This design comes from an exercise in tuning for small area, a short achievable clock period and few clock cycles on the open sky130 flow, not from production work. In this exercise RTL edits were held to simulation tests only and were not proved equivalent to the original. Power is estimated from default activity; no workload was simulated.

==> flow/design.v (excerpt) <==
module	qoi_encoder (
		input	wire		i_clk, i_reset,
		input	wire		s_valid,
		output	wire		s_ready,
		input	wire	[23:0]	s_data,
		input	wire		s_last, s_user,
		output	reg		o_qvalid,
		input	wire		i_qready,
		output	wire	[63:0]	o_qdata,
		output	reg	[2:0]	o_qbytes,
		output	reg		o_qlast
	);
	reg	r_ready;
	wire	stall = !r_ready;
	assign	s_ready = r_ready;
	reg		ir_v, ir_h, ir_l;
	reg	[23:0]	ir_px;
	reg	[5:0]	ir_hx, ir_hy;
	always @(posedge i_clk)
	if (i_reset)
		ir_v <= 1'b0;
	else if (!stall)
		ir_v <= s_valid;
	always @(posedge i_clk)
	if (!stall)
	begin
		ir_px <= s_data;
		ir_h  <= s_user;
		ir_l  <= s_user && s_last;
		ir_hx <= s_data[21:16] + { s_data[20:16], 1'b0 }
			+ s_data[13:8] + { s_data[11:8], 2'b0 };
		ir_hy <= { s_data[2:0], 3'b0 } - s_data[5:0] + 6'd53;
	end
	reg		hseen, h2, vseen;
	reg	[15:0]	wcnt, hcnt;
	wire		syncd = h2 && vseen;
	always @(posedge i_clk)
	if (i_reset)
	begin
		hseen <= 1'b0;
		h2    <= 1'b0;
		vseen <= 1'b0;
		wcnt  <= 16'h0;
		hcnt  <= 16'h0;
	end else if (!stall && ir_v)
	begin
		if (!hseen)
			wcnt <= wcnt + 1'b1;
		if (ir_h)
		begin
			hseen <= 1'b1;
			if (hseen)
				h2 <= 1'b1;
			if (!vseen)
				hcnt <= hcnt + 1'b1;
			if (ir_l)
				vseen <= 1'b1;
		end
	end
	reg		a_v, a_l, a_ep;
	reg	[23:0]	a_px;
	reg	[7:0]	a_dr, a_dg, a_db;
	reg	[7:0]	a_hi, a_lo;	 
	wire	[23:0]	prevpx = (a_v && !a_l) ? a_px : 24'h0;
	wire		eq = (ir_px == prevpx);
	wire		in_a = ir_v && syncd;
	wire		mv_a = a_v && (in_a || a_l);
	wire	[5:0]	ir_idx = ir_hx + ir_hy;
	always @(posedge i_clk)
	if (i_reset)
		a_v <= 1'b0;
	else if (!stall)
	begin
		if (in_a)
			a_v <= 1'b1;
		else if (a_l)
			a_v <= 1'b0;
	end
	always @(posedge i_clk)
	if (!stall && in_a)
	begin
		a_px  <= ir_px;
		a_l   <= ir_l;
		a_ep  <= eq;
		a_dr  <= ir_px[23:16] - prevpx[23:16];
		a_dg  <= ir_px[15: 8] - prevpx[15: 8];
		a_db  <= ir_px[ 7: 0] - prevpx[ 7: 0];
		a_hi  <= 8'h1 << ir_idx[5:3];
		a_lo  <= 8'h1 << ir_idx[2:0];
	end
	reg	[17:0]	tbl	[0:63];
	reg	[63:0]	tbl_v;
	reg	[17:0]	rd_px;
	reg		rd_v;
	reg	[5:0]	a_idx;
	integer	j, m;
	always @(*)
	begin
		rd_px = 18'h0;
		rd_v  = 1'b0;
		for (j = 0; j < 8; j = j + 1)
		for (m = 0; m < 8; m = m + 1)
  ...
Size in the first run: about 4400 cells after synthesis, about 100 I/O pins.
clock: 5.5 ns
lec_check: 0
abc_clock_period_in_ps: 2500
cap_margin: 20
core_margin: 2
core_utilization: 40
cts_cluster_diameter: 70
cts_cluster_size: 24
setup_slack_margin: 2.6
slew_margin: 20
run.sh (not shown) runs the stock make flow with config.mk's settings and CLKGATE_MAP_FILE= SYNTH_SCRIPT=/design/flow/synth_recipe.tcl, a recipe that flattens the netlist after the stock synthesis.
The starting point produced a clean layout.
Testbench counts at the start, summed over its fixed seeds: cycles 35,502.
Edit:
- SETUP_SLACK_MARGIN: 2.6 -> 3.0
=> The changed run finished clean. Utilization is higher by 2.4 points. First-iteration DRC count stays flat. Power is higher slightly. Via count is higher slightly. Final cell count is higher by a few percent. Maximum frequency is higher by about a fifth. Non-clock buffer count is higher by 177. Routed wire length hardly moves. Sequential share of layout area is lower by 2.9 points. Combinational power hardly moves.


== lane 3 ==
qoi_encoder, a different RTL version from the one above (not shown whole).
For scale: ~5200 cells after synthesis, roughly 100 I/O pins.
clock: 5.5 ns
lec_check: 0
abc_area: 1
abc_clock_period_in_ps: 2500
cap_margin: 20
core_margin: 2
core_utilization: 40
cts_cluster_diameter: 70
cts_cluster_size: 24
setup_slack_margin: 3.0
slew_margin: 20
Lane 3 completed end to end with timing, DRC and antenna clean.
Testbench counts of lane 3, summed over its fixed seeds: cycles 35,502.
The inputs of lane 4 differ from those of lane 3 as listed below.
--- a/flow/config.mk
+++ b/flow/config.mk
@@ -7,3 +7,2 @@
 export LEC_CHECK = 0
-export ABC_AREA = 1
 export ABC_CLOCK_PERIOD_IN_PS = 2500
@@ -12,4 +11,4 @@
 export CORE_UTILIZATION = 40
-export CTS_CLUSTER_DIAMETER = 70
-export CTS_CLUSTER_SIZE = 24
+export CTS_CLUSTER_DIAMETER = 80
+export CTS_CLUSTER_SIZE = 30
 export SETUP_SLACK_MARGIN = 3.0
==> summary.txt <==
Per the comparison of lane 4 with lane 3, final cycle utilization of the critical path moved up, post-route clock skew moved up. Delta (lane 4 minus lane 3): effective utilization at floorplan about even, summed area of non-filler cells in the final layout about even. Lane 4 supports a lower top clock frequency than lane 3. For hold buffer count at CTS, lane 3 and lane 4 come out practically identical. Delta (lane 4 minus lane 3): area after synthesis -1500 um^2; non-clock buffer count +84; TritonCTS buffer count -14; power density over the cells -about 1.2%. Count of clock-buffer cells in the layout shrinks by more than 10% when moving from lane 3 to lane 4.


v3:
qoi_encoder again, from the RTL that the note above started with.
clock: 5.5 ns
lec_check: 0
abc_clock_period_in_ps: 2500
cap_margin: 10
core_margin: 2
core_utilization: 40
cts_cluster_diameter: 70
cts_cluster_size: 24
setup_slack_margin: 3.0
slew_margin: 10
v3 has completed all stages; timing, DRC and antenna checks passed.
Testbench counts of v3, summed over its fixed seeds: cycles 35,502.
The inputs of v26 differ from those of v3 as listed below.
Settings: CAP_MARGIN: 10 -> 20; SLEW_MARGIN: 10 -> 20.
Results
The final reports for v26 and v3 show clock skew higher in the former. Re overall power consumption: v26 and v3 aren't equal, and the higher value belongs to v26. Maximum frequency, v26 and v3, lower one = v3. Between v26 and v3, the max capacitance violation total figures differ only marginally. On part of the cycle the worst path needs, the lower figure sits with v26, not v3. Diff v26..v3 | number of sinks handled by clock tree synthesis | unchanged. On v26: final worst setup slack is 0.023 ns higher than what v3 gave.

## port drivers added, routing unchanged
In the flow no input, the clock included, has a driving cell. The finished layouts below were timed again as built, in two steps.
Step 1: set_driving_cell puts a clkbuf_16 on i_clk and a buf_2 on each other input, an assumption about the parent block.
Step 2 also shifts input and output timing later by t, the mid clock arrival at the registers, as if the neighbouring blocks saw the same clock.
a / b / c = ideal / step 1 / step 2; a / b = the first two.
run	t, ns	setup slack, ns	worst setup path at the end	latest minus earliest clock arrival (ns)	worst slew at a driven data input, ns
the first run of note 1	0.832	2.102 / 2.102 / 1.930	input to register	0.050 / 0.050	0.06
the second run of note 1	0.839	2.645 / 2.645 / 2.229	input to register	0.058 / 0.059	0.05
lane 3	0.822	2.942 / 2.906 / 2.143	input to register	0.041 / 0.042	0.16
lane 4	0.825	2.887 / 2.887 / 2.216	input to register	0.066 / 0.066	0.06
v3	0.831	2.896 / 2.896 / 2.229	input to register	0.047 / 0.047	0.06
v26	0.835	2.919 / 2.919 / 2.232	input to register	0.047 / 0.048	0.06
After both steps setup and hold are still met in every run listed. The setup slack of lane 3, which loses most, moves by -0.036 ns with the drivers and by -0.799 ns with both steps.
